Context: an optimization exercise on an open-source flow, tuned for small area, a short achievable clock period and few clock cycles. The choices shown serve that exercise and are no tape-out recipe.
At most, simulation tests tie the RTL to the original design; equivalence was not proved.
Function not checked in runs 6 to 9: the RTL went through the layout flow alone.
In every run shown here, the design's own scripts or RTL, not TritonCTS, make the clock network.
No driver is modelled on the clock port, so clock power and skew are understated where the tree is cut down; a real chip needs a root buffer or a tree.
Power and IR drop assume default switching activity.

==> flow/design.v <==
module ULA (
    input clk,
    input reset,
    input [3:0] seletor,
    output saida,
    output [18:0] rom_addr,
    input [7:0] rom_data,
    output reg [18:0] ram_wraddr,
    output reg [7:0] ram_data,
    output reg ram_wren,
    output reg done
);
    assign saida = 1'b0;
    reg [3:0] mode;
    reg start;
    always @(posedge clk) mode <= seletor;
    always @(posedge clk or negedge reset) begin
        if (!reset) start <= 1'b1;
        else start <= (seletor != mode);
    end
    reg is_avg, is_dec, is_rep, f4;
    always @(posedge clk) begin
        f4     <= seletor[3];
        is_avg <= ~seletor[2] & seletor[1] & seletor[0];
        is_dec <= ~seletor[2] & ~seletor[1] & seletor[0];
        is_rep <= ~seletor[2] & ~seletor[0];
    end
    wire valid = ~mode[2] | (mode == 4'b0100);
    reg [1:0] c0, c1;
    reg [7:0] col;
    reg [6:0] r;
    reg run, bub;
    wire [1:0] lim0 = is_rep ? {f4, 1'b1} : 2'd0;
    wire [1:0] lim2 = is_rep ? {f4, 1'b1} : 2'd0;
    wire e0 = is_avg ? (r[0] & (~f4 | r[1])) : (c0 == 2'd0);
    wire e2 = (c1 == 2'd0);
    wire ex = (col == (is_dec ? (f4 ? 8'd156 : 8'd158) : 8'd159));
    wire ey = (r == (is_dec ? (f4 ? 7'd116 : 7'd118) : 7'd119));
    wire last = e0 & ex & e2 & ey;
    wire blk_end = is_avg & e0 & col[0] & (~f4 | col[1]);
    wire hold = blk_end & ~bub;
    wire [2:0] step = is_dec ? {f4, ~f4, 1'b0} : 3'd1;
    wire [7:0] col_p = col + step;
    wire [6:0] r_p = r + step;
    wire [6:0] r_top = {r[6:2], r[1] & ~f4, 1'b0};
    always @(posedge clk) begin
        if (start) begin
            c0 <= lim0; c1 <= lim2; col <= 0; r <= 0; bub <= 1'b0;
        end else if (hold) begin
            bub <= 1'b1;
        end else begin
            bub <= 1'b0;
            if (!e0) begin
                c0 <= c0 - 1'b1;
                if (is_avg) r <= r_p;
            end else begin
                c0 <= lim0;
                if (!ex) begin
                    col <= col_p;
                    if (is_avg) r <= r_top;
                end else begin
                    col <= 0;
                    if (!e2) c1 <= c1 - 1'b1;
                    else begin
                        c1 <= lim2;
                        r <= r_p;
                    end
                end
            end
        end
    end
    reg [9:0] rh;
    reg [4:0] rl;
    assign rom_addr = {4'b0, rh, rl};
    always @(posedge clk) begin
        rh <= {r, 2'b00} + r + col[7:5];
        rl <= col[4:0];
    end
    reg v0, q0, v1, q1, v2, q2;
    always @(posedge clk) begin
        if (start) run <= valid;
        else if (last & ~hold) run <= 1'b0;
        v0 <= run & ~start & (is_avg ? bub : 1'b1);
        q0 <= run & ~start & ~bub;
        v1 <= v0 & ~start;
        q1 <= q0 & ~start;
        v2 <= v1 & ~start;
        q2 <= q1 & ~start;
    end
    always @(posedge clk or negedge reset) begin
        if (!reset) begin
            ram_wren <= 1'b0; done <= 1'b0;
        end else begin
            ram_wren <= v2 & ~start;
            done <= ~start & valid & ~run & ~v0 & ~v1 & ~v2;
        end
    end
    reg [7:0] rd;
    reg [3:0] ext;
    reg k1, k2, w;
    wire [3:0] b0 = w ? 4'd0 : ram_data[3:0];
    wire [3:0] b1 = w ? 4'd0 : ram_data[7:4];
    wire [4:0] s0 = b0 + rd[3:0];
    wire [4:0] s1 = b1 + rd[7:4] + k1;
    wire [4:0] t1 = ram_data[7:4] + k1;
    wire [3:0] t2 = ext + k2 + t1[4];
    always @(posedge clk) begin
        rd <= rom_data;
        w <= v2;
        if (start) ram_wraddr <= {19{1'b1}};
        else ram_wraddr <= ram_wraddr + v2;
        if (v2 | ~q2) begin
            ext <= 4'd0; k1 <= 1'b0; k2 <= 1'b0;
        end else begin
            ext <= ext + k2; k1 <= s0[4]; k2 <= s1[4];
        end
        if (!is_avg) ram_data <= rd;
        else if (v2) ram_data <= f4 ? {t2, t1[3:0]} : {t2[1:0], t1[3:0], ram_data[3:2]};
        else if (!q2) ram_data <= 8'd0;
        else ram_data <= {s1[3:0], s0[3:0]};
    end
endmodule
==> flow/flow/run.sh <==
#!/bin/bash
# Layout flow: the standard ORFS flow with three changes:
#  - synthesis maps adders through ABC like the rest of the logic instead of
#    extracting full/half adder cells first (ADDER_MAP_FILE empty);
#  - plain buf_2 cells as the port buffers instead of the delay buffers
#    buffer_ports picks by default;
#  - the clock tree is four clkbuf_16 cells driven by the clock port, each
#    driving the flip-flops nearest to it (flow/cts_hook.tcl replaces
#    TritonCTS's two-level H-tree).
set -euo pipefail
here=$(cd "$(dirname "$0")" && pwd)
CLKBUF_N=4 bash standard.sh \
  "ADDER_MAP_FILE=" \
  "BUFFER_PORTS_ARGS=-buffer_cell sky130_fd_sc_hd__buf_2" \
  "PRE_CTS_TCL=$here/cts_hook.tcl" \
  finish > orfs_make.log 2>&1
==> flow/flow/cts_hook.tcl <==
# Clock buffering in place of TritonCTS's H-tree: the clock port drives
# CLKBUF_N clkbuf_16 cells (1, 2 or 4), each placed at the centre of the
# flip-flops it drives; the flip-flops are split between them by position.
proc clock_tree_synthesis { args } {
  set nbuf 1
  if { [info exists ::env(CLKBUF_N)] } { set nbuf $::env(CLKBUF_N) }
  set block [ord::get_db_block]
  set clk_net [$block findNet clk]
  set master [[ord::get_db] findMaster sky130_fd_sc_hd__clkbuf_16]
  set sinks {}
  foreach it [$clk_net getITerms] {
    set loc [[$it getInst] getLocation]
    lappend sinks [list $it [lindex $loc 0] [lindex $loc 1]]
  }
  # split into groups: by x, then each half by y
  set groups [list $sinks]
  set axis 1
  while { [llength $groups] < $nbuf } {
    set ng {}
    foreach g $groups {
      set s [lsort -integer -index $axis $g]
      set h [expr {[llength $s] / 2}]
      lappend ng [lrange $s 0 [expr {$h - 1}]] [lrange $s $h end]
    }
    set groups $ng
    set axis [expr {3 - $axis}]
  }
  set i 0
  foreach g $groups {
    set buf [odb::dbInst_create $block $master clkbuf_root_$i]
    set net [odb::dbNet_create $block clknet_root_$i]
    $net setSigType CLOCK
    set sx 0; set sy 0
    foreach s $g {
      set it [lindex $s 0]
      $it disconnect
      $it connect $net
      set sx [expr {$sx + [lindex $s 1]}]; set sy [expr {$sy + [lindex $s 2]}]
    }
    [$buf findITerm A] connect $clk_net
    [$buf findITerm X] connect $net
    set n [llength $g]
    $buf setLocation [expr {$sx / $n}] [expr {$sy / $n}]
    $buf setPlacementStatus PLACED
    puts "clock buffer clkbuf_root_$i drives $n sinks"
    incr i
  }
  $clk_net setSigType CLOCK
}
==> flow/standard.sh <==
#!/bin/bash
# synth_recipe.tcl (not shown) runs the flow's synth.tcl, then flattens the netlist and writes it again
# the make line also repeats each setting of config.mk as NAME=value (left out here)
make -C /OpenROAD-flow-scripts/flow DESIGN_CONFIG=/design/flow/config.mk WORK_HOME=/design/flow/orfs CLKGATE_MAP_FILE= SYNTH_SCRIPT=/design/flow/synth_recipe.tcl "${@:-finish}"
==> flow/config.mk <==
export PLATFORM = sky130hd
export DESIGN_NAME = ULA
export DESIGN_NICKNAME = ULA
export VERILOG_FILES = /design/flow/design.v
export SDC_FILE = /design/flow/constraint.sdc
export NUM_CORES = 4
export LEC_CHECK = 0
export ABC_AREA = 1
export CAP_MARGIN = 20
export CORE_MARGIN = 2
export CORE_UTILIZATION = 40
export PLACE_DENSITY = 0.6
export SETUP_SLACK_MARGIN = 4.3
export SLEW_MARGIN = 20
==> flow/constraint.sdc <==
create_clock -name core_clock -period 6.0 [get_ports {clk}]
set_input_delay 1.2000 -clock core_clock [delete_from_list [all_inputs] [get_ports {clk}]]
set_output_delay 1.2000 -clock core_clock [all_outputs]
set_load 0.01 [all_outputs]
==> impl_metrics.tcl, run 1 <==
set metrics [dict create \
    crit_arrival_ps 680 \
    pre_cts_ws_ps 3700 \
    crit_fanout 1 \
    skew_ps 11.1 \
    ys.flop_type "dfxtp_1" \
    yosys_warnings 1 \
    endpoint_kind "output pin" \
    core-area_um2 11900 \
    p_leak_nw 2.92 \
    path_cells "buf_6" \
    multiInputGateArea_um2 2430 \
    finalSetupViolCount 0 \
    synth_top_family_by_area "simple AND/OR/NAND/NOR gates" \
    fp.dieArea_um2 13000 \
    gp_congestion 0.805 \
    reg2reg_slack_ps 4400 \
    top_layer_used "met4" \
    required_ps 4800 \
    drc_errors 0 \
    met3_length_um 460 \
    post-route-min-period_ps 1880 \
    synth_compound_area_share_pct 9.55 \
    areaGrowthSynthToFinish_pct 21.3 \
    grt_pass1_wl_um 17700 \
    async_flop_share_pct 3.19 \
    cp-endpoint "ram_wren" \
    clk_latency_ps 160 \
    synthAdderAreaFrac_pct 0 \
    overflow 0 \
    dr.pass1.iters 4 \
    final_nets 795 \
    grt_pass1_vias 3917 \
    irDropWorstVdd_mv 0.163 \
    cts_hold_buf 0 \
    status "complete, no violations" \
    fin_setup_tns_ps 0 \
    worstSetupStartpoint "ram_wren" \
    num-fill-cells 1201 \
    die_h_um 114 \
    final_hold_viol_count 0 \
    antenna_found_initial 0 \
    grt_max_degree 25 \
    synth-xor-area-share_pct 3.25 \
    hp-class "register to register" \
    dpl.hpwl_um 7720 \
    routedWlPerCell_um 11.9 \
    drt_iter0_drc 207 \
    ios 63 \
    synth_seq_cells 94 \
    rsz0062_at_grt "yes" \
    timing.rr.start "ram_wraddr[2]" \
    timing.hold.ws_ps 392 \
    num_rows 40 \
    max_cap_viol_count 0 \
    powerDensity_nw_per_um2 178 \
    totalWireLength_um 11000 \
    muxShareOfSynthArea_pct 0 \
    max_stage_delay_ps 400 \
    yosys.area_share.simple_pct 36.7 \
    track_usage_pct 15.8 \
    syn_inst 699 \
    fin_crit_sh_pct 31.4 \
    die_x_um 114 \
    path_delay_family "flip-flops" \
    placed_area_um2 5200 \
    netlist_area_um2 4850 \
    cp.depth 1 \
    dr_wl_met2_um 5250 \
    io_buffers 57 \
    synth_edf_count 5 \
    routedLengthMet1_um 5170 \
    diodes 0 \
    dp.cells 888 \
    r2r-end "ram_wraddr[11]" \
    vias_per_cell 4.91 \
    seq_area_frac_synth_pct 40.2 \
    final_area_um2 5880 \
    startpoint_type "register" \
    antenna_left 0 \
    clk_pin_slew_worst_paths_ps 90 \
    stdcell_count 926 \
    crit_buf_inv 1 \
    critPathSlowestCell "dfrtp_1" \
    syn_area_per_cell_um2 6.93 \
    rr_worst_depth 10 \
    fmax_mhz 531 \
    seq_area_um2 2050 \
    finalMaxSlewViolations 0 \
    critPathKind "register to output pin" \
    initial_core_util_pct 40.7 \
    drive_gt1_share_pct 24.3 \
    num_vias 4549 \
    fin_ws_ps 4120 \
    ys_types 50 \
]
==> logic make-up after synthesis <==
family          Yosys count
simple gates            387
buf+inv                 117
flops                    94
compound gates           82
xor+xnor                 18
other cells               1
==> where the power goes <==
group	internal [mW]	total [mW]	leakage, nW	switching [mW]
logic	0.0458	0.109	2.07	0.0635
registers	0.639	0.655	0.802	0.0161
clock network	0.122	0.283	0.0493	0.161
==> timing repair <==
item,in CTS,in global routing
setup buffers,6,27
gates cloned,1,0
gates resized for setup,32,68
setup endpoints to repair,48,73
pin swaps,1,2
==> worst min path at each step <==
stage	cells past startpoint	slack, ps	startpoint	to
finish	0	390	col[3]	rl[3]
global route	0	400	col[3]	rl[3]
CTS	2	400	q0	q1
detailed placement	2	400	q0	q1
global placement	2	390	q0	q1
floorplan	0	330	col[4]	rl[4]
==> per-stage QoR <==
stage / utilization [%] / total power [mW]
6_report: 49.4 / 1.05
5_1_grt: 49.4 / 1.10
4_1_cts: 45.6 / 0.989
3_5_place_dp: 43.7 / 0.766
3_3_place_gp: 43.7 / 0.764
2_1_floorplan: - / 0.745
==> state kept, by name, indices dropped and copies added (netlist names), 2 cells and up <==
register and count:
ext 4, col 8, rh 10, c1 2, ram_wraddr 19, c0 2, ram_data 8, mode 3
rd 8, r 7, rl 5
==> routing by layer <==
metal  global-route usage, %  vias up
met4                    1.79        0
met5                       0        -
met3                    1.43       11
met2                    27.5      103
li1                        -     2372
met1                    22.0     2063
==> cells in the mapped netlist (3+ instances only) <==
library cell | count | share of area [%]
xnor2_1 | 8 | 1.4
dfxtp_1 | 86 | 36
or2_2 | 3 | 0.39
clkbuf_1 | 5 | 0.39
nor2_4 | 4 | 0.93
a31oi_1 | 3 | 0.39
nor2_1 | 70 | 5.4
nor3_1 | 8 | 0.83
buf_4 | 8 | 1.2
xor2_1 | 10 | 1.8
nand3b_1 | 8 | 1.2
edfxtp_1 | 5 | 3.1
nand3_1 | 60 | 6.2
nand2_4 | 5 | 1.2
o22ai_1 | 4 | 0.52
o21ai_0 | 24 | 2.5
nand4_1 | 12 | 1.5
a21oi_1 | 31 | 3.2
nor4_1 | 3 | 0.39
inv_2 | 8 | 0.62
nand2_1 | 192 | 15
nand2_2 | 11 | 1.4
nor2_2 | 4 | 0.52
inv_1 | 87 | 6.7
o21ai_1 | 7 | 0.72
buf_6 | 3 | 0.70
==> layout make-up <==
cell class / count / area share [%]
Buffer: 4 / 1.70
Inverter: 98 / 6.43
Timing Repair Buffer: 90 / 12.4
Sequential cell: 94 / 34.9
Multi-Input combinational cell: 492 / 41.3
Timing Repair inverter: 1 / 0.128
Tap cell: 147 / 3.13
==> cells in the final DEF, fill, tap and decap left out, types with 24 or more instances in the layout <==
cell type / count
buf_2: 26
buf_4: 33
dfxtp_1: 44
nor2_1: 68
inv_1: 86
nand2_1: 192
buf_6: 31
a21oi_1: 31
nand3_1: 59
o21ai_0: 24
Testbench counts, summed over its fixed seeds: cycles 2,512,959.
==> run 2, diff against run 1 <==
--- a/flow/config.mk
+++ b/flow/config.mk
@@ -10,5 +10,5 @@
 export CORE_MARGIN = 2
 export CORE_UTILIZATION = 40
 export PLACE_DENSITY = 0.6
-export SETUP_SLACK_MARGIN = 4.3
+export SETUP_SLACK_MARGIN = 4.1
 export SLEW_MARGIN = 20
==> impl_metrics.tcl, run 2 <==
set metrics [dict create \
    synth_edf_count 5 \
    hp-class "register to register" \
    timing.hold.ws_ps 402 \
    finalSetupViolCount 0 \
    antenna_left 0 \
    path_delay_family "flip-flops" \
    gp_congestion 0.805 \
    track_usage_pct 15.6 \
    syn_area_per_cell_um2 6.93 \
    fin_ws_ps 4120 \
    top_register "ram_wraddr" \
    critPathSlowestCell "dfrtp_1" \
    grt_pass1_wl_um 17400 \
    max_cap_viol_count 0 \
    core-area_um2 11900 \
    yosys_warnings 1 \
    final_hold_viol_count 0 \
    drt_iter0_drc 180 \
    areaGrowthSynthToFinish_pct 13.1 \
    io_buffers 57 \
    vias_per_cell 4.86 \
    path_cells "buf_6" \
    netlist_area_um2 4850 \
    final_nets 776 \
    final_cell_mix "nand2_1 (192), inv_1 (86), nor2_1 (70)" \
    clk_latency_ps 160 \
    seq_area_frac_synth_pct 40.2 \
    antenna_found_initial 0 \
    reg_top3 "ram_wraddr: 19 flops, rh: 10 flops" \
    placed_area_um2 5200 \
    dp.cells 888 \
    die_x_um 114 \
    yosys.area.top_type "dfxtp_1" \
    die_h_um 114 \
    final_common_cell "nand2_1" \
    skew_ps 12.1 \
    p_leak_nw 2.75 \
    pre_cts_ws_ps 3700 \
    async_flop_share_pct 3.19 \
    overflow 0 \
    finalMaxSlewViolations 0 \
    stdcell_count 907 \
    ios 63 \
    drive_gt1_share_pct 20.0 \
    clk_pin_slew_worst_paths_ps 100 \
    drc_errors 0 \
    totalWireLength_um 10500 \
    num_vias 4404 \
    synth.area.top_cells "dfxtp_1 (36%), nand2_1 (15%), inv_1 (6.7%)" \
    irDropWorstVdd_mv 0.137 \
    grt_pass1_vias 3807 \
    syn_inst 699 \
    num_rows 40 \
    ys_types 50 \
    fin_setup_tns_ps 0 \
    ys.flop_type "dfxtp_1" \
    fin_crit_sh_pct 31.4 \
    routedWlPerCell_um 11.6 \
    rsz0062_at_grt "yes" \
    endpoint_kind "output pin" \
    initial_core_util_pct 40.7 \
    critPathKind "register to output pin" \
    crit_arrival_ps 680 \
    synth.top_cell.area_share_pct 35.5 \
    fp.dieArea_um2 13000 \
    largest_reg_flops 19 \
    startpoint_type "register" \
    final_area_um2 5480 \
    yosysMostFrequentCell "nand2_1" \
    diodes 0 \
    ys_top_cells_by_count "nand2_1 (192), inv_1 (87), dfxtp_1 (86), nor2_1 (70), nand3_1 (60)" \
    crit_buf_inv 1 \
    grt_max_degree 25 \
    crit_fanout 1 \
    max_stage_delay_ps 400 \
    dpl.hpwl_um 7720 \
    tightest_slew_ps 516 \
    relSlewSlack_pct 65.4 \
    p_total_mw 1.04 \
    status "complete, no violations" \
    synth_seq_cells 94 \
    powerDensity_nw_per_um2 190 \
    fmax_mhz 531 \
    fin_util_pct 46.0 \
    required_ps 4800 \
    post-route-min-period_ps 1880 \
    dr.pass1.iters 4 \
]
## run 2: final cells by class
cell class	count	area, um2
Inverter	98	375
Buffer	4	100
Tap cell	147	184
Sequential cell	94	2010
Timing Repair inverter	1	5.00
Multi-Input combinational cell	492	2420
Fill cell	1245	6430
Timing Repair Buffer	71	397
## run 2: worst paths after layout
path	start	end	slack, ps	depth (start not counted)
min in group asynchronous	reset	done	830	1
setup / recovery	ram_wren	ram_wren	4120	1
hold reg to reg	q0	q1	400	2
max in group asynchronous	reset	start	4960	1
setup reg to reg	start	c0[0]	4230	3
hold / removal	q0	q1	400	2
## run 2: timing repair
item	in CTS	in global routing
hold endpoints to repair	0	0
buffers inserted	0	14
pin swaps	0	1
setup endpoints to repair	21	35
hold buffers	0	0
resized for setup	4	35
gates cloned	1	0
## run 2: logic make-up (layout without fill, tap and decap cells)
| group | Yosys count | after routing | share of synthesized area [%] |
|---|---|---|---|
| buf+inv | 117 | 174 | 10.3 |
| compound gates | 82 | 82 | 9.55 |
| other cells | 1 | 5 | 0.0774 |
| simple gates | 387 | 387 | 36.7 |
| flops | 94 | 94 | 40.2 |
| xor+xnor | 18 | 18 | 3.25 |
## run 2: where the power goes
group	internal, mW	switching (mW)	total, mW
clock	0.122	0.159	0.282
sequential	0.642	0.0161	0.658
combinational	0.0408	0.0619	0.103
## run 2: per-layer routing
| metal | global-route usage [%] | routed length [um] |
|---|---|---|
| met2 | 27.1 | 4980 |
| met4 | 0.976 | 78 |
| met3 | 1.32 | 382 |
| met1 | 22.1 | 5110 |
| met5 | 0 | 0 |
==> run 3, diff against run 2 <==
--- a/flow/design.v
+++ b/flow/design.v
@@ -29,7 +29,7 @@
     reg [1:0] c0, c1;
     reg [7:0] col;
     reg [6:0] r;
-    reg run, bub;
+    reg run;
     wire [1:0] lim0 = is_rep ? {f4, 1'b1} : 2'd0;
     wire [1:0] lim2 = is_rep ? {f4, 1'b1} : 2'd0;
     wire e0 = is_avg ? (r[0] & (~f4 | r[1])) : (c0 == 2'd0);
@@ -37,19 +37,15 @@
     wire ex = (col == (is_dec ? (f4 ? 8'd156 : 8'd158) : 8'd159));
     wire ey = (r == (is_dec ? (f4 ? 7'd116 : 7'd118) : 7'd119));
     wire last = e0 & ex & e2 & ey;
-    wire blk_end = is_avg & e0 & col[0] & (~f4 | col[1]);
-    wire hold = blk_end & ~bub;
+    wire blk_end = e0 & col[0] & (~f4 | col[1]);
     wire [2:0] step = is_dec ? {f4, ~f4, 1'b0} : 3'd1;
     wire [7:0] col_p = col + step;
     wire [6:0] r_p = r + step;
     wire [6:0] r_top = {r[6:2], r[1] & ~f4, 1'b0};
     always @(posedge clk) begin
         if (start) begin
-            c0 <= lim0; c1 <= lim2; col <= 0; r <= 0; bub <= 1'b0;
-        end else if (hold) begin
-            bub <= 1'b1;
+            c0 <= lim0; c1 <= lim2; col <= 0; r <= 0;
         end else begin
-            bub <= 1'b0;
             if (!e0) begin
                 c0 <= c0 - 1'b1;
                 if (is_avg) r <= r_p;
@@ -79,9 +75,9 @@
     reg v0, q0, v1, q1, v2, q2;
     always @(posedge clk) begin
         if (start) run <= valid;
-        else if (last & ~hold) run <= 1'b0;
-        v0 <= run & ~start & (is_avg ? bub : 1'b1);
-        q0 <= run & ~start & ~bub;
+        else if (last) run <= 1'b0;
+        v0 <= run & ~start & (~is_avg | blk_end);
+        q0 <= run & ~start;
         v1 <= v0 & ~start;
         q1 <= q0 & ~start;
         v2 <= v1 & ~start;
@@ -97,26 +93,17 @@
     end
     reg [7:0] rd;
     reg [3:0] ext;
-    reg k1, k2, w;
-    wire [3:0] b0 = w ? 4'd0 : ram_data[3:0];
-    wire [3:0] b1 = w ? 4'd0 : ram_data[7:4];
-    wire [4:0] s0 = b0 + rd[3:0];
-    wire [4:0] s1 = b1 + rd[7:4] + k1;
-    wire [4:0] t1 = ram_data[7:4] + k1;
-    wire [3:0] t2 = ext + k2 + t1[4];
+    reg w;
+    wire [11:0] nsum = (w ? 12'd0 : {ext, ram_data}) + rd;
     always @(posedge clk) begin
         rd <= rom_data;
         w <= v2;
         if (start) ram_wraddr <= {19{1'b1}};
         else ram_wraddr <= ram_wraddr + v2;
-        if (v2 | ~q2) begin
-            ext <= 4'd0; k1 <= 1'b0; k2 <= 1'b0;
-        end else begin
-            ext <= ext + k2; k1 <= s0[4]; k2 <= s1[4];
-        end
+        ext <= q2 ? nsum[11:8] : 4'd0;
         if (!is_avg) ram_data <= rd;
-        else if (v2) ram_data <= f4 ? {t2, t1[3:0]} : {t2[1:0], t1[3:0], ram_data[3:2]};
         else if (!q2) ram_data <= 8'd0;
-        else ram_data <= {s1[3:0], s0[3:0]};
+        else if (v2) ram_data <= f4 ? nsum[11:4] : nsum[9:2];
+        else ram_data <= nsum[7:0];
     end
 endmodule
--- a/flow/config.mk
+++ b/flow/config.mk
@@ -8,7 +8,7 @@
 export ABC_AREA = 1
 export CAP_MARGIN = 20
 export CORE_MARGIN = 2
-export CORE_UTILIZATION = 40
-export PLACE_DENSITY = 0.6
+export CORE_UTILIZATION = 55
+export PLACE_DENSITY = 0.7
 export SETUP_SLACK_MARGIN = 4.1
 export SLEW_MARGIN = 20
==> impl_metrics.tcl, run 3 <==
set metrics [dict create \
    synth.top_cell.area_share_pct 37.9 \
    die_h_um 94.4 \
    p_total_mw 1.02 \
    num-fill-cells 739 \
    fmax_mhz 530 \
    multiInputGateArea_um2 2300 \
    ys_top_cells_by_count "nand2_1 (196), dfxtp_1 (85), inv_1 (85), nand3_1 (54), nor2_1 (54)" \
    final_common_cell "nand2_1" \
    clk_latency_ps 160 \
    cp.depth 1 \
    syn_area_per_cell_um2 6.84 \
    gp_congestion 0.902 \
    track_usage_pct 21.6 \
    diodes 0 \
    antenna_left 0 \
    seq_area_um2 1930 \
    overflow 0 \
    clk_pin_slew_worst_paths_ps 90 \
    fp.dieArea_um2 8910 \
    synth.area.top_cells "dfxtp_1 (38%), nand2_1 (16%), inv_1 (7.1%)" \
    crit_arrival_ps 690 \
    p_leak_nw 2.53 \
    dp.cells 803 \
    max_cap_viol_count 0 \
    irDropWorstVdd_mv 0.218 \
    required_ps 4800 \
    fin_setup_tns_ps 0 \
    status "complete, no violations" \
    yosys.area.top_type "dfxtp_1" \
    yosysMostFrequentCell "nand2_1" \
    max_stage_delay_ps 400 \
    critPathKind "register to output pin" \
    die_x_um 94.4 \
    vias_per_cell 5.07 \
    netlist_area_um2 4490 \
    endpoint_kind "output pin" \
    worstSetupStartpoint "ram_wren" \
    crit_fanout 1 \
    yosys_warnings 1 \
    dpl.hpwl_um 7270 \
    synth_seq_cells 91 \
    drt_iter0_drc 225 \
    areaGrowthSynthToFinish_pct 16.1 \
    async_flop_share_pct 3.30 \
    timing.rr.start "w" \
    top_register "ram_wraddr" \
    fin_crit_sh_pct 31.5 \
    routedWlPerCell_um 12.2 \
    finalSetupViolCount 0 \
    ys_types 43 \
    io_buffers 57 \
    final_cell_mix "nand2_1 (185), inv_1 (84), dfxtp_1 (59)" \
    ys.flop_type "dfxtp_1" \
    syn_inst 657 \
    dr.pass1.iters 5 \
    num_rows 32 \
    seq_area_frac_synth_pct 41.6 \
    grt_max_degree 27 \
    largest_reg_flops 19 \
    grt_pass1_wl_um 16200 \
    initial_core_util_pct 57.6 \
    final_hold_viol_count 0 \
    antenna_found_initial 0 \
    core-area_um2 7810 \
    post-route-min-period_ps 1890 \
    totalWireLength_um 10000 \
    crit_buf_inv 1 \
    stdcell_count 823 \
    rr_worst_depth 12 \
    timing.hold.ws_ps 389 \
    hold_depth 0 \
    num_vias 4173 \
    path_cells "buf_2" \
    ios 63 \
    path_delay_family "flip-flops" \
    hp-start "col[2]" \
    grt_pass1_vias 3632 \
    hp-class "register to register" \
    reg_top3 "ram_wraddr: 19 flops, rh: 10 flops" \
    drc_errors 0 \
    rsz0062_at_grt "yes" \
    finalMaxSlewViolations 0 \
    drive_gt1_share_pct 21.4 \
    skew_ps 12.4 \
    final_nets 737 \
    critPathSlowestCell "dfrtp_1" \
    synth_edf_count 3 \
    startpoint_type "register" \
    powerDensity_nw_per_um2 196 \
]
## run 3: cell count changes in the layout (fill, tap and decap cells not counted), sizes merged, moves of 4 or more
cell | previous run | this run
inv | 95 | 91
nand2 | 208 | 200
nand3 | 62 | 55
nand3b | 8 | 1
nor2 | 79 | 59
o21ai | 33 | 41
or2 | 3 | 7
xor2 | 10 | 15
## run 3: area by class of cell
cell class	instances	area share, %
Multi-Input combinational cell	462	44.1
Sequential cell	91	36.9
Timing Repair Buffer	71	7.43
Inverter	91	6.90
Tap cell	102	2.45
Buffer	4	1.92
Timing Repair inverter	2	0.264
## run 3: path summary, 6_finish.rpt
kind                               endpoint  slack [ps]
worst max-delay path               ram_wren        4110
worst min-delay path                  rl[2]         390
worst max register to register  ram_data[5]        4210
worst min register to register        rl[2]         390
max in group asynchronous             start        4970
min in group asynchronous              done         830
## run 3: metal layers
layer	vias up	part of all wire [%]	GRT usage, %
met4	0	1.4	2.54
met5	-	0	0
li1	2196	-	-
met3	11	4.4	1.28
met1	1872	49	31.5
met2	94	46	36.7
## run 3: stage by stage
stage               setup slack (ps)  utilization [%]  area (um2)
floorplan                       4360                -        4510
global placement                3910             61.8        4820
detailed placement              3750             61.8        4820
CTS                             4100             63.5        4950
global route                    4050             66.8        5220
finish                          4110             66.8        5220
## run 3: logic make-up (layout without fill, tap and decap cells)
| family | count (synthesis) | count (layout) | share of synthesized area, % |
|---|---|---|---|
| AND/OR/NAND/NOR | 349 | 349 | 33.5 |
| buffers and inverters | 108 | 168 | 9.86 |
| flip-flops | 91 | 91 | 41.6 |
| AO/OA/AOI/OAI | 82 | 82 | 9.91 |
| XOR/XNOR | 26 | 26 | 5.07 |
| other | 1 | 5 | 0.0834 |
## run 3: what timing repair did
item | in CTS | in global routing
pin swaps | 0 | 7
endpoints found under the setup margin | 38 | 52
resized for setup | 9 | 64
buffers inserted | 0 | 14
hold buffers | 0 | 0
cloned | 1 | 1
## run 3: where the power goes
group | switching, mW | leakage [nW] | internal, mW
Combinational | 0.0747 | 1.71 | 0.0421
Clock | 0.151 | 0.0493 | 0.122
Sequential | 0.0146 | 0.764 | 0.618
Testbench counts of run 3, summed over its fixed seeds: cycles 2,494,959.
==> run 4, diff against run 3 <==
--- a/flow/config.mk
+++ b/flow/config.mk
@@ -8,7 +8,7 @@
 export ABC_AREA = 1
 export CAP_MARGIN = 20
 export CORE_MARGIN = 2
-export CORE_UTILIZATION = 55
-export PLACE_DENSITY = 0.7
+export CORE_UTILIZATION = 70
+export PLACE_DENSITY = 0.85
 export SETUP_SLACK_MARGIN = 4.1
 export SLEW_MARGIN = 20
==> impl_metrics.tcl, run 4 <==
set metrics [dict create \
    status "complete, no violations" \
    synth.top_cell.area_share_pct 37.9 \
    irDropWorstVdd_mv 0.296 \
    finalSetupViolCount 0 \
    timing.hold.ws_ps 398 \
    grt_pass1_wl_um 16400 \
    reg_top3 "ram_wraddr: 19 flops, rh: 10 flops" \
    netlist_area_um2 4490 \
    areaGrowthSynthToFinish_pct 14.3 \
    final_cell_mix "nand2_1 (183), inv_1 (82), dfxtp_1 (60)" \
    dp.cells 778 \
    io_buffers 57 \
    fin_setup_tns_ps 0 \
    num_vias 4270 \
    fp.dieArea_um2 7080 \
    path_cells "buf_2" \
    dpl.hpwl_um 7270 \
    grt_max_degree 26 \
    final_common_cell "nand2_1" \
    cts_hold_buf 0 \
    async_flop_share_pct 3.30 \
    clk_latency_ps 170 \
    max_stage_delay_ps 380 \
    ys_types 43 \
    gp_congestion 0.933 \
    ios 63 \
    critPathSlowestCell "dfxtp_1" \
    yosysMostFrequentCell "nand2_1" \
    antenna_found_initial 0 \
    drt_iter0_drc 295 \
    die_h_um 84.1 \
    crit_arrival_ps 690 \
    finalMaxSlewViolations 0 \
    critPathKind "register to output pin" \
    yosys_warnings 1 \
    hp-class "register to register" \
    drc_errors 0 \
    drive_gt1_share_pct 21.3 \
    endpoint_kind "output pin" \
    syn_inst 657 \
    ys_top_cells_by_count "nand2_1 (196), dfxtp_1 (85), inv_1 (85), nand3_1 (54), nor2_1 (54)" \
    core-area_um2 6280 \
    fmax_mhz 528 \
    initial_core_util_pct 71.6 \
    overflow 0 \
    seq_area_frac_synth_pct 41.6 \
    synth_edf_count 3 \
    routedWlPerCell_um 12.9 \
    startpoint_type "register" \
    diodes 0 \
    totalWireLength_um 10200 \
    vias_per_cell 5.39 \
    track_usage_pct 26.7 \
    clk_pin_slew_worst_paths_ps 100 \
    top_register "ram_wraddr" \
    num_rows 29 \
    synth_seq_cells 91 \
    p_leak_nw 2.50 \
    powerDensity_nw_per_um2 202 \
    antenna_left 0 \
    final_hold_viol_count 0 \
    fin_crit_sh_pct 31.5 \
    post-route-min-period_ps 1890 \
    crit_fanout 4 \
    yosys.area.top_type "dfxtp_1" \
    skew_ps 20.3 \
    crit_buf_inv 1 \
    ys.flop_type "dfxtp_1" \
    path_delay_family "flip-flops" \
    grt_pass1_vias 3869 \
    final_nets 731 \
    pre_cts_ws_ps 3790 \
    stdcell_count 792 \
    max_cap_viol_count 0 \
    dr.pass1.iters 5 \
    p_total_mw 1.04 \
    rsz0062_at_grt "yes" \
    required_ps 4800 \
    largest_reg_flops 19 \
    fin_ws_ps 4110 \
    die_x_um 84.1 \
    syn_area_per_cell_um2 6.84 \
    synth.area.top_cells "dfxtp_1 (38%), nand2_1 (16%), inv_1 (7.1%)" \
]
-- run 4: path summary, 6_finish.rpt --
path / from / end / slack [ps] / depth (start not counted)
max: ram_data[6] / ram_data[6] / 4110 / 1
max in group asynchronous: reset / start / 4970 / 1
max reg2reg: w / ram_data[2] / 4190 / 11
min in group asynchronous: reset / done / 830 / 1
min: col[2] / rl[2] / 400 / 0
min reg2reg: col[2] / rl[2] / 400 / 0
-- run 4: layout make-up --
class                      count  area, um2
inverter                      91        355
timing repair buffer          65        345
buffer                         4        100
tap                           77       96.3
sequential                    91       1920
multi-input combinational    462       2310
fill                         435       1140
timing repair inverter         2       13.8
-- run 4: through the flow --
step / util (%) / cell area (um2)
after floorplan: - / 4510
after detailed placement: 76.3 / 4790
after CTS: 78.3 / 4910
after global placement: 76.3 / 4790
after global routing: 81.8 / 5140
final: 81.8 / 5140
-- run 4: power by group --
group	internal (mW)	switching, mW
clock	0.122	0.157
sequential	0.620	0.0143
combinational	0.0441	0.0782
-- run 4: routing by layer --
layer	global-route usage [%]	up-vias	share of wire [%]
met2	47.5	152	48
met5	0	-	0
met1	35.6	1914	44
met3	2.67	20	6.6
met4	4.99	0	1.9
li1	-	2184	-
-- run 4: kinds of logic after synthesis --
kind of cell / count (synthesis) / share of synthesized area [%]
XOR/XNOR: 26 / 5.07
AO/OA/AOI/OAI: 82 / 9.91
buffers and inverters: 108 / 9.86
flip-flops: 91 / 41.6
AND/OR/NAND/NOR: 349 / 33.5
other: 1 / 0.0834
-- run 4: repair_timing --
action,4_1_cts,5_1_grt
resized for setup,7,65
pin swaps,0,6
buffers inserted,0,8
setup endpoints to repair,34,50
cloned,0,2
==> run 5, diff against run 4 <==
--- a/flow/config.mk
+++ b/flow/config.mk
@@ -8,7 +8,7 @@
 export ABC_AREA = 1
 export CAP_MARGIN = 20
 export CORE_MARGIN = 2
-export CORE_UTILIZATION = 70
-export PLACE_DENSITY = 0.85
+export CORE_UTILIZATION = 40
+export PLACE_DENSITY = 0.6
 export SETUP_SLACK_MARGIN = 4.1
 export SLEW_MARGIN = 20
==> impl_metrics.tcl, run 5 <==
set metrics [dict create \
    skew_ps 12.4 \
    fin_util_pct 48.4 \
    clk_pin_slew_worst_paths_ps 90 \
    synth_edf_count 3 \
    dr.pass1.iters 4 \
    syn_area_per_cell_um2 6.84 \
    fin_ws_ps 4110 \
    netlist_area_um2 4490 \
    yosys_warnings 1 \
    startpoint_type "register" \
    cp.depth 1 \
    die_h_um 110 \
    path_cells "buf_2" \
    syn_inst 657 \
    fin_setup_tns_ps 0 \
    diodes 0 \
    grt_pass1_vias 3624 \
    track_usage_pct 16.5 \
    irDropWorstVdd_mv 0.129 \
    finalMaxSlewViolations 0 \
    drt_iter0_drc 217 \
    final_common_cell "nand2_1" \
    pre_cts_ws_ps 3790 \
    reg_top3 "ram_wraddr: 19 flops, rh: 10 flops" \
    grt_pass1_wl_um 16600 \
    yosysMostFrequentCell "nand2_1" \
    areaGrowthSynthToFinish_pct 17.4 \
    critPathSlowestCell "dfxtp_4" \
    max_stage_delay_ps 400 \
    ys_top_cells_by_count "nand2_1 (196), dfxtp_1 (85), inv_1 (85), nand3_1 (54), nor2_1 (54)" \
    async_flop_share_pct 3.30 \
    crit_buf_inv 1 \
    path_delay_family "flip-flops" \
    post-route-min-period_ps 1890 \
    synth.area.top_cells "dfxtp_1 (38%), nand2_1 (16%), inv_1 (7.1%)" \
    status "complete, no violations" \
    top_register "ram_wraddr" \
    grt_max_degree 27 \
    hold_depth 0 \
    num_vias 4163 \
    routedWlPerCell_um 11.9 \
    core-area_um2 10900 \
    synth_seq_cells 91 \
    synth.top_cell.area_share_pct 37.9 \
    fmax_mhz 530 \
    max_cap_viol_count 0 \
    die_x_um 110 \
    crit_fanout 7 \
    yosys.area.top_type "dfxtp_1" \
    dpl.hpwl_um 7570 \
    final_area_um2 5280 \
    required_ps 4800 \
    crit_arrival_ps 690 \
    final_nets 738 \
    antenna_left 0 \
    placed_area_um2 4870 \
    rr_worst_depth 13 \
    fp.dieArea_um2 12100 \
    seq_area_frac_synth_pct 41.6 \
    finalSetupViolCount 0 \
    ys_types 43 \
    overflow 0 \
    vias_per_cell 4.83 \
    gp_congestion 0.890 \
    io_buffers 57 \
    drive_gt1_share_pct 21.9 \
    drc_errors 0 \
    p_leak_nw 2.53 \
    rsz0062_at_grt "yes" \
    antenna_found_initial 0 \
    clk_latency_ps 160 \
    initial_core_util_pct 41.3 \
    totalWireLength_um 10300 \
    largest_reg_flops 19 \
    hp-class "register to register" \
    critPathKind "register to output pin" \
    powerDensity_nw_per_um2 194 \
    final_cell_mix "nand2_1 (189), inv_1 (82), buf_2 (57)" \
    endpoint_kind "output pin" \
    ys.flop_type "dfxtp_1" \
    cts_hold_buf 0 \
    fin_crit_sh_pct 31.4 \
    ios 63 \
    final_hold_viol_count 0 \
    num_rows 38 \
]
## run 5: cell counts after synthesis
No cell type changed its count.
## run 5: final timing paths
path	startpoint	slack (ps)	endpoint
max reg2reg	w	4160	ram_data[4]
min	col[3]	400	rl[3]
min in group asynchronous	reset	810	ram_wren
max	ram_wraddr[12]	4110	ram_wraddr[12]
min reg2reg	col[3]	400	rl[3]
max in group asynchronous	reset	4980	start
## run 5: repair_timing
action	4_1_cts	5_1_grt
pin swaps	0	6
cloned	1	1
setup endpoints to repair	36	63
gates resized for setup	9	67
buffers inserted	1	14
## run 5: stage by stage
stage / total power [mW] / cells / hold slack (ps)
finish: 1.02 / 862 / 397
global route: 1.08 / 862 / 416
CTS: 0.967 / 847 / 384
detailed placement: 0.753 / 841 / 384
global placement: 0.750 / 841 / 390
floorplan: 0.726 / 661 / 364
## run 5: logic make-up after synthesis
kind of cell / share of synthesized area [%]
AO/OA/AOI/OAI: 9.91
buffers and inverters: 9.86
flip-flops: 41.6
AND/OR/NAND/NOR: 33.5
XOR/XNOR: 5.07
other: 0.0834
## run 5: cell type report
| type | count | area (um2) |
|---|---|---|
| inverter | 91 | 355 |
| buffer | 4 | 100 |
| sequential | 91 | 1940 |
| timing repair buffer | 72 | 398 |
| fill | 1092 | 5610 |
| timing repair inverter | 2 | 11.3 |
| multi-input combinational | 462 | 2300 |
| tap | 140 | 175 |
## run 5: power breakdown
group / switching [mW] / total (mW) / internal (mW)
Clock: 0.154 / 0.276 / 0.122
Combinational: 0.0731 / 0.117 / 0.0435
Sequential: 0.0146 / 0.632 / 0.618
## run 5: per-layer routing
metal / wire, um / up-vias / track usage, % / part of all wire [%]
li1: - / 2197 / - / -
met2: 4790 / 63 / 28.2 / 47
met5: 0 / - / 0 / 0
met3: 377 / 5 / 1.18 / 3.7
met4: 107 / 0 / 1.54 / 1.0
met1: 5000 / 1898 / 23.7 / 49
==> run 6, diff against run 5 <==
--- a/flow/design.v
+++ b/flow/design.v
@@ -11,21 +11,20 @@
     output reg done
 );
     assign saida = 1'b0;
-    reg [3:0] mode;
+    wire [5:0] sel = {seletor[3],
+                      ~seletor[2] & seletor[1] & seletor[0],
+                      ~seletor[2] & ~seletor[1] & seletor[0],
+                      ~seletor[2] & ~seletor[0],
+                      seletor[1],
+                      seletor[2:0] == 3'b100};
+    reg f4, is_avg, is_dec, is_rep, zm, is_cp;
     reg start;
-    always @(posedge clk) mode <= seletor;
+    always @(posedge clk) {f4, is_avg, is_dec, is_rep, zm, is_cp} <= sel;
     always @(posedge clk or negedge reset) begin
         if (!reset) start <= 1'b1;
-        else start <= (seletor != mode);
+        else start <= (sel != {f4, is_avg, is_dec, is_rep, zm, is_cp});
     end
-    reg is_avg, is_dec, is_rep, f4;
-    always @(posedge clk) begin
-        f4     <= seletor[3];
-        is_avg <= ~seletor[2] & seletor[1] & seletor[0];
-        is_dec <= ~seletor[2] & ~seletor[1] & seletor[0];
-        is_rep <= ~seletor[2] & ~seletor[0];
-    end
-    wire valid = ~mode[2] | (mode == 4'b0100);
+    wire valid = is_avg | is_dec | is_rep | is_cp;
     reg [1:0] c0, c1;
     reg [7:0] col;
     reg [6:0] r;
==> impl_metrics.tcl, run 6 <==
set metrics [dict create \
    status "complete, no violations" \
    track_usage_pct 16.6 \
    routedWlPerCell_um 12.9 \
    async_flop_share_pct 3.33 \
    yosys.area_share.simple_pct 36.6 \
    grt_pass1_vias 4026 \
    yosys.area.top_type "dfxtp_1" \
    finalSetupViolCount 0 \
    grt_pass1_wl_um 18100 \
    io_buffers 57 \
    ys_types 46 \
    num_rows 39 \
    drc_errors 0 \
    final_common_cell "nand2_1" \
    crit_arrival_ps 680 \
    gp_congestion 0.867 \
    relSlewSlack_pct 66.1 \
    areaGrowthSynthToFinish_pct 18.2 \
    ios 63 \
    yosysMostFrequentCell "nand2_1" \
    startpoint_type "register" \
    synth_compound_area_share_pct 9.12 \
    diodes 0 \
    top_register "ram_wraddr" \
    powerDensity_nw_per_um2 191 \
    path_cells "buf_2" \
    grt_max_degree 24 \
    antenna_found_initial 0 \
    die_h_um 112 \
    syn_inst 673 \
    irDropWorstVdd_mv 0.114 \
    syn_area_per_cell_um2 6.93 \
    fin_util_pct 48.3 \
    critPathKind "register to output pin" \
    dr.pass1.iters 5 \
    overflow 0 \
    p_leak_nw 2.65 \
    critPathSlowestCell "dfxtp_4" \
    drt_iter0_drc 228 \
    finalMaxSlewViolations 0 \
    clk_pin_slew_worst_paths_ps 100 \
    fp.dieArea_um2 12500 \
    synthAdderAreaFrac_pct 0 \
    dpl.hpwl_um 8280 \
    ys.flop_type "dfxtp_1" \
    reg_top3 "ram_wraddr: 19 flops, rh: 10 flops" \
    cts_hold_buf 0 \
    muxShareOfSynthArea_pct 0 \
    num_vias 4429 \
    synth-xor-area-share_pct 4.66 \
    fin_setup_tns_ps 0 \
    final_nets 759 \
    crit_fanout 6 \
    post-route-min-period_ps 1880 \
    final_cell_mix "nand2_1 (173), inv_1 (85), nor2_1 (64)" \
    placed_area_um2 5040 \
    ys_top_cells_by_count "nand2_1 (177), inv_1 (88), dfxtp_1 (84), nor2_1 (67), nand3_1 (56)" \
    final_area_um2 5520 \
    netlist_area_um2 4670 \
    fmax_mhz 531 \
    required_ps 4800 \
    hp-class "register to register" \
    clk_latency_ps 160 \
    path_delay_family "flip-flops" \
    initial_core_util_pct 40.9 \
    synth_seq_cells 90 \
    core-area_um2 11400 \
    vias_per_cell 5.00 \
    fin_crit_sh_pct 31.4 \
    synth.area.top_cells "dfxtp_1 (36%), nand2_1 (14%), inv_1 (7.1%)" \
    skew_ps 15.8 \
    largest_reg_flops 19 \
    seq_area_frac_synth_pct 39.6 \
    antenna_left 0 \
    final_hold_viol_count 0 \
    synth_top_family_by_area "simple AND/OR/NAND/NOR gates" \
    max_cap_viol_count 0 \
    yosys_warnings 1 \
    synth_edf_count 3 \
    drive_gt1_share_pct 24.6 \
    endpoint_kind "output pin" \
    rsz0062_at_grt "yes" \
    crit_buf_inv 1 \
    max_stage_delay_ps 390 \
    tightest_slew_ps 505 \
    die_x_um 112 \
    synth.top_cell.area_share_pct 36.0 \
    totalWireLength_um 11500 \
]
## run 6: what timing repair did
item                                    CTS  global route
cloned                                    1             2
gates resized for setup                  14            64
endpoints found under the setup margin   30            56
pin swaps                                 2             1
buffers inserted                          2            16
## run 6: logic make-up after synthesis
family,count (synthesis)
other cells,1
simple gates,371
buf+inv,111
xor+xnor,24
compound gates,76
flops,90
## run 6: metal layers
| metal | track usage (%) | wire length, um |
|---|---|---|
| met5 | 0 | 0 |
| met4 | 1.79 | 125 |
| met3 | 1.67 | 519 |
| met2 | 31.0 | 5670 |
| met1 | 21.5 | 5160 |
## run 6: final timing paths
path                               start             to  slack [ps]  cells past startpoint
max                        ram_wraddr[7]  ram_wraddr[7]        4120                      1
min                                   q1             q2         390                      2
max reg2reg                           f4         col[7]        4200                     12
min reg2reg                           q1             q2         390                      2
max in group asynchronous          reset          start        4980                      1
min in group asynchronous          reset       ram_wren         810                      1
## run 6: area by class of cell
type / instances / area (um2)
inverters: 95 / 383
fillers: 1177 / 5900
repair buffers: 75 / 429
flip-flops and latches: 90 / 1920
well taps: 143 / 179
plain buffers: 4 / 100
repair inverters: 3 / 22.5
multi-input cells: 476 / 2480
## run 6: where the power goes
| group | leakage [nW] | internal, mW | switching, mW |
|---|---|---|---|
| registers | 0.757 | 0.612 | 0.0174 |
| logic | 1.84 | 0.0512 | 0.0884 |
| clock network | 0.0493 | 0.122 | 0.161 |
## run 6: through the flow
step	instances	power [mW]	hold slack, ps	setup slack, ps
global placement	861	0.764	390	3860
finish	886	1.05	391	4120
global route	886	1.10	419	4060
detailed placement	861	0.766	395	3830
floorplan	677	0.736	364	4240
CTS	868	0.982	397	4070
==> run 7, diff against run 6 <==
--- a/flow/design.v
+++ b/flow/design.v
@@ -71,7 +71,7 @@
         rh <= {r, 2'b00} + r + col[7:5];
         rl <= col[4:0];
     end
-    reg v0, q0, v1, q1, v2, q2;
+    reg v0, q0, v1, q1, v2, q2, v3;
     always @(posedge clk) begin
         if (start) run <= valid;
         else if (last) run <= 1'b0;
@@ -81,28 +81,26 @@
         q1 <= q0 & ~start;
         v2 <= v1 & ~start;
         q2 <= q1 & ~start;
+        v3 <= v2 & ~start;
     end
+    wire wr = is_avg ? v3 : v2;
     always @(posedge clk or negedge reset) begin
         if (!reset) begin
             ram_wren <= 1'b0; done <= 1'b0;
         end else begin
-            ram_wren <= v2 & ~start;
-            done <= ~start & valid & ~run & ~v0 & ~v1 & ~v2;
+            ram_wren <= wr & ~start;
+            done <= ~start & valid & ~run & ~v0 & ~v1 & ~v2 & ~v3;
         end
     end
     reg [7:0] rd;
-    reg [3:0] ext;
-    reg w;
-    wire [11:0] nsum = (w ? 12'd0 : {ext, ram_data}) + rd;
+    reg [11:0] sum;
+    wire [11:0] nsum = (v3 ? 12'd0 : sum) + rd;
     always @(posedge clk) begin
         rd <= rom_data;
-        w <= v2;
         if (start) ram_wraddr <= {19{1'b1}};
-        else ram_wraddr <= ram_wraddr + v2;
-        ext <= q2 ? nsum[11:8] : 4'd0;
+        else ram_wraddr <= ram_wraddr + wr;
+        sum <= q2 ? nsum : 12'd0;
         if (!is_avg) ram_data <= rd;
-        else if (!q2) ram_data <= 8'd0;
-        else if (v2) ram_data <= f4 ? nsum[11:4] : nsum[9:2];
-        else ram_data <= nsum[7:0];
+        else ram_data <= f4 ? sum[11:4] : sum[9:2];
     end
 endmodule
==> impl_metrics.tcl, run 7 <==
set metrics [dict create \
    status "complete, no violations" \
    grt_max_degree 29 \
    fin_util_pct 46.8 \
    powerDensity_nw_per_um2 192 \
    timing.rr.start "r[1]" \
    fin_setup_tns_ps 0 \
    max_cap_viol_count 0 \
    crit_arrival_ps 670 \
    routedWlPerCell_um 11.7 \
    reg_top3 "ram_wraddr: 19 flops, sum: 12 flops, rh: 10 flops" \
    cts_hold_buf 0 \
    p_leak_nw 2.54 \
    fmax_mhz 535 \
    final_area_um2 5390 \
    dr.pass1.iters 18 \
    die_h_um 113 \
    skew_ps 10.3 \
    dr_wl_met2_um 4860 \
    synth_edf_count 3 \
    syn_area_per_cell_um2 7.20 \
    seq_area_frac_synth_pct 42.2 \
    synth.area.top_cells "dfxtp_1 (39%), nand2_1 (12%), inv_1 (6.1%)" \
    placed_area_um2 5120 \
    rr_worst_depth 8 \
    synth.top_cell.area_share_pct 38.7 \
    clk_pin_slew_worst_paths_ps 100 \
    async_flop_share_pct 3.06 \
    fp.dieArea_um2 12800 \
    hp-start "col[1]" \
    yosysMostFrequentCell "nand2_1" \
    ys_top_cells_by_count "nand2_1 (158), dfxtp_1 (92), inv_1 (77), nor2_1 (68), o21ai_0 (45)" \
    gp_congestion 0.863 \
    num_vias 4195 \
    grt_pass1_vias 3863 \
    synth_seq_cells 98 \
    crit_fanout 5 \
    top_register "ram_wraddr" \
    ys_types 44 \
    drc_errors 0 \
    io_buffers 57 \
    max_stage_delay_ps 370 \
    antenna_left 0 \
    endpoint_kind "output pin" \
    met3_length_um 394 \
    path_cells "buf_2" \
    final_hold_viol_count 0 \
    top_layer_used "met4" \
    sw_frac_of_total_pct 21.7 \
    startpoint_type "register" \
    yosys_warnings 1 \
    yosys.area.top_type "dfxtp_1" \
    crit_buf_inv 1 \
    final_cell_mix "nand2_1 (157), inv_1 (76), dfxtp_1 (69)" \
    p_switching_mw 0.224 \
    syn_inst 661 \
    drive_gt1_share_pct 22.2 \
    final_nets 733 \
    num_rows 39 \
    p_seq_share_pct 65.4 \
    hold_depth 0 \
    ys.flop_type "dfxtp_1" \
    power_frac_clock_pct 27.5 \
    cp.depth 1 \
    rsz0062_at_grt "yes" \
    areaGrowthSynthToFinish_pct 13.3 \
    finalMaxSlewViolations 0 \
    routedLengthMet1_um 4670 \
    worstSetupStartpoint "ram_wraddr[13]" \
    netlist_area_um2 4760 \
    final_common_cell "nand2_1" \
    initial_core_util_pct 41.3 \
    totalWireLength_um 10100 \
    core-area_um2 11500 \
    diodes 0 \
    track_usage_pct 15.5 \
    post-route-min-period_ps 1870 \
    num-fill-cells 1167 \
    power_frac_comb_pct 7.1 \
    drt_iter0_drc 190 \
    antenna_found_initial 0 \
    irDropWorstVdd_mv 0.113 \
    required_ps 4800 \
    die_x_um 113 \
    ios 63 \
    vias_per_cell 4.88 \
    critPathKind "register to output pin" \
    largest_reg_flops 19 \
    dpl.hpwl_um 7640 \
    path_delay_family "flip-flops" \
    hp-class "register to register" \
    critPathSlowestCell "dfxtp_4" \
    p_int_mw 0.812 \
    finalSetupViolCount 0 \
    fin_crit_sh_pct 31.2 \
    overflow 0 \
    grt_pass1_wl_um 17200 \
    clk_latency_ps 160 \
]
==> run 7: metal layers <==
| layer | vias to the layer above | track usage, % |
|---|---|---|
| met1 | 1883 | 20.4 |
| li1 | 2221 | - |
| met4 | 0 | 2.20 |
| met5 | - | 0 |
| met2 | 80 | 28.3 |
| met3 | 11 | 1.18 |
==> run 7: metrics by stage <==
step / setup WS [ps] / hold slack, ps / std cells / total power, mW
6_report: 4130 / 388 / 860 / 1.04
5_1_grt: 4100 / 402 / 860 / 1.09
4_1_cts: 4080 / 371 / 852 / 0.989
3_5_place_dp: 3800 / 366 / 848 / 0.766
3_3_place_gp: 3860 / 369 / 848 / 0.765
2_1_floorplan: 4240 / 351 / 665 / 0.748
==> run 7: power by group through the flow <==
stage | Clock [mW] | Combinational, mW | Sequential (mW)
2_1_floorplan | 0 | 0.0558 | 0.692
3_3_place_gp | 0 | 0.0685 | 0.697
3_5_place_dp | 0 | 0.0693 | 0.697
4_1_cts | 0.219 | 0.0718 | 0.698
5_1_grt | 0.326 | 0.0838 | 0.680
6_report | 0.285 | 0.0740 | 0.678
==> run 7: final timing paths <==
kind	endpoint	slack, ps
min in group asynchronous	done	820
worst max-delay path	ram_wraddr[13]	4130
worst max register to register	run	4280
worst min-delay path	rl[1]	390
max in group asynchronous	start	4980
worst min register to register	rl[1]	390
==> run 7: logic make-up (layout without fill, tap and decap cells) <==
logic type,Yosys count,after routing,synth area share [%]
AO/OA/AOI/OAI,99,99,11.2
XOR/XNOR,15,15,2.76
buffers and inverters,109,161,9.71
flip-flops,98,98,42.2
other,1,5,0.0788
AND/OR/NAND/NOR,339,339,34.0
==> run 7: cell type report <==
| cell class | count | area, um2 | area share (%) |
|---|---|---|---|
| repair buffers | 65 | 358 | 6.64 |
| inverters | 92 | 358 | 6.64 |
| flip-flops and latches | 98 | 2060 | 38.3 |
| well taps | 143 | 179 | 3.32 |
| plain buffers | 4 | 100 | 1.86 |
| multi-input cells | 458 | 2330 | 43.2 |
==> run 7: repair_timing <==
action | in CTS | in global routing
setup endpoints to repair | 23 | 42
pin swaps | 2 | 0
endpoints found under the hold margin | 0 | 0
setup buffers | 0 | 8
resized for setup | 12 | 38
==> run 8, diff against run 7 <==
--- a/flow/design.v
+++ b/flow/design.v
@@ -16,7 +16,7 @@
                       ~seletor[2] & ~seletor[1] & seletor[0],
                       ~seletor[2] & ~seletor[0],
                       seletor[1],
-                      seletor[2:0] == 3'b100};
+                      seletor == 4'b0100};
     reg f4, is_avg, is_dec, is_rep, zm, is_cp;
     reg start;
     always @(posedge clk) {f4, is_avg, is_dec, is_rep, zm, is_cp} <= sel;
@@ -92,15 +92,42 @@
             done <= ~start & valid & ~run & ~v0 & ~v1 & ~v2 & ~v3;
         end
     end
+    reg f1, f2;
+    wire cy1 = wr & f1;
+    wire cy2 = cy1 & f2;
+    always @(posedge clk) begin
+        if (start) begin
+            ram_wraddr <= {19{1'b1}};
+            f1 <= 1'b1; f2 <= 1'b1;
+        end else begin
+            ram_wraddr[5:0] <= ram_wraddr[5:0] + wr;
+            ram_wraddr[11:6] <= ram_wraddr[11:6] + cy1;
+            ram_wraddr[18:12] <= ram_wraddr[18:12] + cy2;
+            f1 <= (ram_wraddr[5:0] == (wr ? 6'd62 : 6'd63));
+            f2 <= (ram_wraddr[11:6] == (cy1 ? 6'd62 : 6'd63));
+        end
+    end
     reg [7:0] rd;
-    reg [11:0] sum;
-    wire [11:0] nsum = (v3 ? 12'd0 : sum) + rd;
+    reg [3:0] n0, n1, n2;
+    reg k1, k2;
+    wire [3:0] b0 = v3 ? 4'd0 : n0;
+    wire [3:0] b1 = v3 ? 4'd0 : n1;
+    wire [3:0] b2 = v3 ? 4'd0 : n2;
+    wire ka = ~v3 & k1;
+    wire kb = ~v3 & k2;
+    wire [4:0] s0 = b0 + rd[3:0];
+    wire [4:0] s1 = b1 + rd[7:4] + ka;
+    wire [3:0] s2 = b2 + kb;
+    wire [4:0] t1 = n1 + k1;
+    wire [3:0] t2 = n2 + k2 + t1[4];
     always @(posedge clk) begin
         rd <= rom_data;
-        if (start) ram_wraddr <= {19{1'b1}};
-        else ram_wraddr <= ram_wraddr + wr;
-        sum <= q2 ? nsum : 12'd0;
+        if (q2) begin
+            n0 <= s0[3:0]; n1 <= s1[3:0]; n2 <= s2; k1 <= s0[4]; k2 <= s1[4];
+        end else begin
+            n0 <= 4'd0; n1 <= 4'd0; n2 <= 4'd0; k1 <= 1'b0; k2 <= 1'b0;
+        end
         if (!is_avg) ram_data <= rd;
-        else ram_data <= f4 ? sum[11:4] : sum[9:2];
+        else ram_data <= f4 ? {t2, t1[3:0]} : {t2[1:0], t1[3:0], n0[3:2]};
     end
 endmodule
==> impl_metrics.tcl, run 8 <==
set metrics [dict create \
    placed_area_um2 5070 \
    track_usage_pct 14.6 \
    p_leak_nw 2.52 \
    cts_hold_buf 0 \
    yosys.area.top_type "dfxtp_1" \
    synth_seq_cells 102 \
    fmax_mhz 520 \
    syn_inst 654 \
    antenna_left 0 \
    syn_area_per_cell_um2 7.23 \
    final_cell_mix "nand2_1 (174), dfxtp_1 (79), inv_1 (77)" \
    routedWlPerCell_um 11.5 \
    ios 63 \
    drc_errors 0 \
    dr.pass1.iters 4 \
    areaGrowthSynthToFinish_pct 12.2 \
    initial_core_util_pct 41.2 \
    clk_pin_slew_worst_paths_ps 100 \
    drive_gt1_share_pct 18.4 \
    top_register "ram_wraddr" \
    max_cap_viol_count 0 \
    antenna_found_initial 0 \
    timing.hold.ws_ps 355 \
    overflow 0 \
    post-route-min-period_ps 1920 \
    irDropWorstVdd_mv 0.133 \
    fin_util_pct 46.3 \
    largest_reg_flops 19 \
    crit_fanout 7 \
    final_area_um2 5300 \
    synth_edf_count 3 \
    startpoint_type "register" \
    diodes 0 \
    relSlewSlack_pct 66.0 \
    pre_cts_ws_ps 3950 \
    io_buffers 57 \
    powerDensity_nw_per_um2 205 \
    ys_top_cells_by_count "nand2_1 (174), dfxtp_1 (96), inv_1 (80), nor2_1 (67), nand3_1 (42)" \
    crit_buf_inv 1 \
    fin_crit_sh_pct 32.1 \
    tightest_slew_ps 507 \
    yosysMostFrequentCell "nand2_1" \
    seq_area_frac_synth_pct 44.2 \
    grt_max_degree 27 \
    synth.top_cell.area_share_pct 40.7 \
    critPathKind "register to output pin" \
    totalWireLength_um 9800 \
    skew_ps 12.1 \
    num_rows 39 \
    finalSetupViolCount 0 \
    fin_ws_ps 4080 \
    status "complete, no violations" \
    num_vias 4093 \
    reg_top3 "ram_wraddr: 19 flops, rh: 10 flops" \
    netlist_area_um2 4730 \
    core-area_um2 11500 \
    vias_per_cell 4.81 \
    max_stage_delay_ps 410 \
    fin_setup_tns_ps 0 \
    gp_congestion 0.865 \
    rsz0062_at_grt "yes" \
    required_ps 4800 \
    drt_iter0_drc 151 \
    path_delay_family "flip-flops" \
    finalMaxSlewViolations 0 \
    synth.area.top_cells "dfxtp_1 (41%), nand2_1 (14%), inv_1 (6.4%)" \
    die_x_um 113 \
    final_nets 724 \
    grt_pass1_vias 3763 \
    yosys_warnings 1 \
    hp-class "register to register" \
    dpl.hpwl_um 7270 \
    fp.dieArea_um2 12700 \
    clk_latency_ps 160 \
    die_h_um 113 \
    crit_arrival_ps 720 \
    async_flop_share_pct 2.94 \
    ys.flop_type "dfxtp_1" \
    final_hold_viol_count 0 \
    grt_pass1_wl_um 16200 \
    endpoint_kind "output pin" \
    ys_types 54 \
    critPathSlowestCell "dfxtp_2" \
    path_cells "buf_2" \
    final_common_cell "nand2_1" \
]
run 8: cell count changes after synthesis, moves of 4 or more:
cell     change
a21oi_1      -6
nand2_2     -10
dfxtp_1      +4
nor3_1       -6
nor2_4       -5
nand4_1      -6
buf_2        +4
nand3_1      +4
nand2_1     +16
o21ai_0     -14
run 8: stage by stage:
stage          power (mW)  instances
3_3_place_gp        0.799        836
6_report             1.08        851
5_1_grt              1.13        851
2_1_floorplan       0.782        658
3_5_place_dp        0.801        836
4_1_cts              1.03        843
run 8: cell type report:
cell class | instances | area (um2)
Fill cell | 1167 | 6160
Multi-Input combinational cell | 442 | 2190
Sequential cell | 102 | 2120
Timing Repair Buffer | 67 | 360
Inverter | 92 | 352
Tap cell | 143 | 179
Buffer | 4 | 100
Timing Repair inverter | 1 | 5.00
run 8: kinds of logic after synthesis:
| group | after synthesis | share of synthesized area (%) |
|---|---|---|
| AND/OR/NAND/NOR | 323 | 30.1 |
| buffers and inverters | 114 | 10.2 |
| flip-flops | 102 | 44.2 |
| AO/OA/AOI/OAI | 97 | 12.2 |
| XOR/XNOR | 17 | 3.31 |
| other | 1 | 0.0793 |
run 8: path summary, 6_finish.rpt:
| kind | startpoint | to | slack, ps | cells after the start |
|---|---|---|---|---|
| min reg2reg | col[1] | rl[1] | 350 | 0 |
| max reg2reg | c0[1] | run | 4230 | 4 |
| max | ram_wraddr[1] | ram_wraddr[1] | 4080 | 1 |
| min | col[1] | rl[1] | 350 | 0 |
| max in group asynchronous | reset | start | 4960 | 1 |
| min in group asynchronous | reset | ram_wren | 820 | 1 |
run 8: power breakdown:
group          internal, mW  switching [mW]  leakage, nW
registers             0.696          0.0136        0.850
clock network         0.123           0.172       0.0493
logic                0.0286          0.0525         1.62
total                 0.847           0.238         2.52
run 8: worst register-to-register path, stage by stage, from the launching register on:
cell and delay, ps:
dfxtp_1 320, or2_1 320, o21ai_4 420, nand2_1 150
o31ai_1 270
run 8: metal layers:
| metal | share of wire [%] | track usage, % | vias up |
|---|---|---|---|
| met5 | 0 | 0 | - |
| met4 | 1.2 | 2.36 | 0 |
| met3 | 2.5 | 1.07 | 11 |
| met2 | 50 | 28.8 | 49 |
| met1 | 46 | 17.5 | 1861 |
| li1 | - | - | 2172 |
run 8: repair_timing:
item / CTS / global route
gates cloned: 1 / 0
setup buffers: 2 / 8
pin swaps: 1 / 2
resized for setup: 8 / 19
endpoints found under the setup margin: 14 / 28
==> run 9, diff against run 8 <==
--- a/flow/config.mk
+++ b/flow/config.mk
@@ -10,5 +10,5 @@
 export CORE_MARGIN = 2
 export CORE_UTILIZATION = 40
 export PLACE_DENSITY = 0.6
-export SETUP_SLACK_MARGIN = 4.1
+export SETUP_SLACK_MARGIN = 4.05
 export SLEW_MARGIN = 20
==> impl_metrics.tcl, run 9 <==
set metrics [dict create \
    status "complete, no violations" \
    ys_types 54 \
    track_usage_pct 14.6 \
    relSlewSlack_pct 66.6 \
    fp.dieArea_um2 12700 \
    r2r-end "run" \
    tightest_slew_ps 499 \
    placed_area_um2 5070 \
    dp.cells 836 \
    grt_max_degree 31 \
    cp.depth 1 \
    yosys_warnings 1 \
    ys.flop_type "dfxtp_1" \
    crit_buf_inv 1 \
    grt_pass1_vias 3755 \
    required_ps 4800 \
    synth.top_cell.area_share_pct 40.7 \
    rr_worst_depth 6 \
    crit_fanout 1 \
    dpl.hpwl_um 7270 \
    critPathSlowestCell "dfrtp_1" \
    final_nets 720 \
    overflow 0 \
    finalSetupViolCount 0 \
    final_cell_mix "nand2_1 (174), dfxtp_1 (90), inv_1 (77)" \
    drive_gt1_share_pct 16.3 \
    areaGrowthSynthToFinish_pct 11.2 \
    antenna_left 0 \
    synthAdderAreaFrac_pct 0 \
    num_rows 39 \
    routedWlPerCell_um 11.5 \
    seq_area_frac_synth_pct 44.2 \
    drt_iter0_drc 167 \
    final_common_cell "nand2_1" \
    die_h_um 113 \
    syn_area_per_cell_um2 7.23 \
    synth_edf_count 3 \
    startpoint_type "register" \
    clk_latency_ps 160 \
    dr.pass1.iters 4 \
    largest_reg_flops 19 \
    die_x_um 113 \
    synth_compound_area_share_pct 12.2 \
    cp-endpoint "done" \
    fin_crit_sh_pct 32.0 \
    async_flop_share_pct 2.94 \
    ys_top_cells_by_count "nand2_1 (174), dfxtp_1 (96), inv_1 (80), nor2_1 (67), nand3_1 (42)" \
    synth-xor-area-share_pct 3.31 \
    finalMaxSlewViolations 0 \
    syn_inst 654 \
    yosys.area_share.simple_pct 30.1 \
    fmax_mhz 521 \
    worstSetupStartpoint "done" \
    path_cells "buf_2" \
    p_leak_nw 2.51 \
    synth_seq_cells 102 \
    num_vias 4091 \
    hp-class "register to register" \
    clk_pin_slew_worst_paths_ps 100 \
    max_stage_delay_ps 410 \
    grt_pass1_wl_um 16200 \
    endpoint_kind "output pin" \
    reg2reg_slack_ps 4140 \
    gp_congestion 0.865 \
    yosys.area.top_type "dfxtp_1" \
    cts_hold_buf 0 \
    muxShareOfSynthArea_pct 0 \
    post-route-min-period_ps 1920 \
    core-area_um2 11500 \
    stdcell_count 847 \
    powerDensity_nw_per_um2 206 \
    final_hold_viol_count 0 \
    skew_ps 11.8 \
    diodes 0 \
    max_cap_viol_count 0 \
    yosysMostFrequentCell "nand2_1" \
    synth.area.top_cells "dfxtp_1 (41%), nand2_1 (14%), inv_1 (6.4%)" \
    num-fill-cells 1165 \
    drc_errors 0 \
    netlist_area_um2 4730 \
    timing.rr.start "is_dec" \
    path_delay_family "flip-flops" \
    critPathKind "register to output pin" \
    synth_top_family_by_area "simple AND/OR/NAND/NOR gates" \
    reg_top3 "ram_wraddr: 19 flops, rh: 10 flops" \
    io_buffers 57 \
    vias_per_cell 4.83 \
    initial_core_util_pct 41.2 \
    irDropWorstVdd_mv 0.133 \
    final_area_um2 5260 \
    rsz0062_at_grt "yes" \
    top_register "ram_wraddr" \
    antenna_found_initial 0 \
    totalWireLength_um 9700 \
    fin_setup_tns_ps 0 \
    ios 63 \
    crit_arrival_ps 720 \
]
[run 9: routing by layer]
| layer | wire (um) | global-route usage (%) |
|---|---|---|
| met1 | 4440 | 17.6 |
| met2 | 4830 | 28.6 |
| met3 | 298 | 1.07 |
| met4 | 132 | 2.36 |
| met5 | 0 | 0 |
[run 9: power by group]
| group | total, mW | internal, mW | switching (mW) |
|---|---|---|---|
| logic | 0.0805 | 0.0284 | 0.0521 |
| clock network | 0.293 | 0.123 | 0.170 |
| registers | 0.710 | 0.696 | 0.0137 |
[run 9: cells by family (layout without fill, tap and decap cells)]
logic type | after synthesis | in the layout
compound gates | 97 | 97
flops | 102 | 102
xor+xnor | 17 | 17
buf+inv | 114 | 160
other cells | 1 | 5
simple gates | 323 | 323
[run 9: worst min path at each step]
stage	from	end	slack, ps	depth (start not counted)
after global placement	col[1]	rl[1]	340	0
after floorplan	col[1]	rl[1]	330	0
after CTS	col[1]	rl[1]	340	0
after global routing	col[1]	rl[1]	380	0
final	col[1]	rl[1]	350	0
after detailed placement	col[1]	rl[1]	340	0
[run 9: final cells by class]
cell class	count	area (um2)	area share (%)
plain buffers	4	100	1.90
inverters	92	352	6.69
multi-input cells	442	2190	41.7
well taps	143	179	3.40
flip-flops and latches	102	2100	39.9
repair buffers	63	330	6.29
repair inverters	1	5.00	0.0952
[run 9: metrics by stage]
stage	power, mW	setup slack [ps]	hold WS, ps	utilization [%]
after detailed placement	0.801	3950	336	44.2
after floorplan	0.782	4190	331	-
final	1.08	4080	355	45.8
after global routing	1.13	4050	380	45.8
after CTS	1.03	4020	336	45.3
after global placement	0.799	4030	340	44.2
[run 9: timing repair]
action / 4_1_cts / 5_1_grt
endpoints found under the setup margin: 10 / 28
pin swaps: 1 / 0
buffers inserted: 2 / 4
resized for setup: 5 / 9
gates cloned: 0 / 1

Check on run 9: ideal ports give 4.082 ns setup slack; a clkbuf_16 on the clock port and buf_2 on the inputs give 4.001 ns; moving port delays by the midpoint clock arrival (0.239 ns) as well gives 4.027 ns.
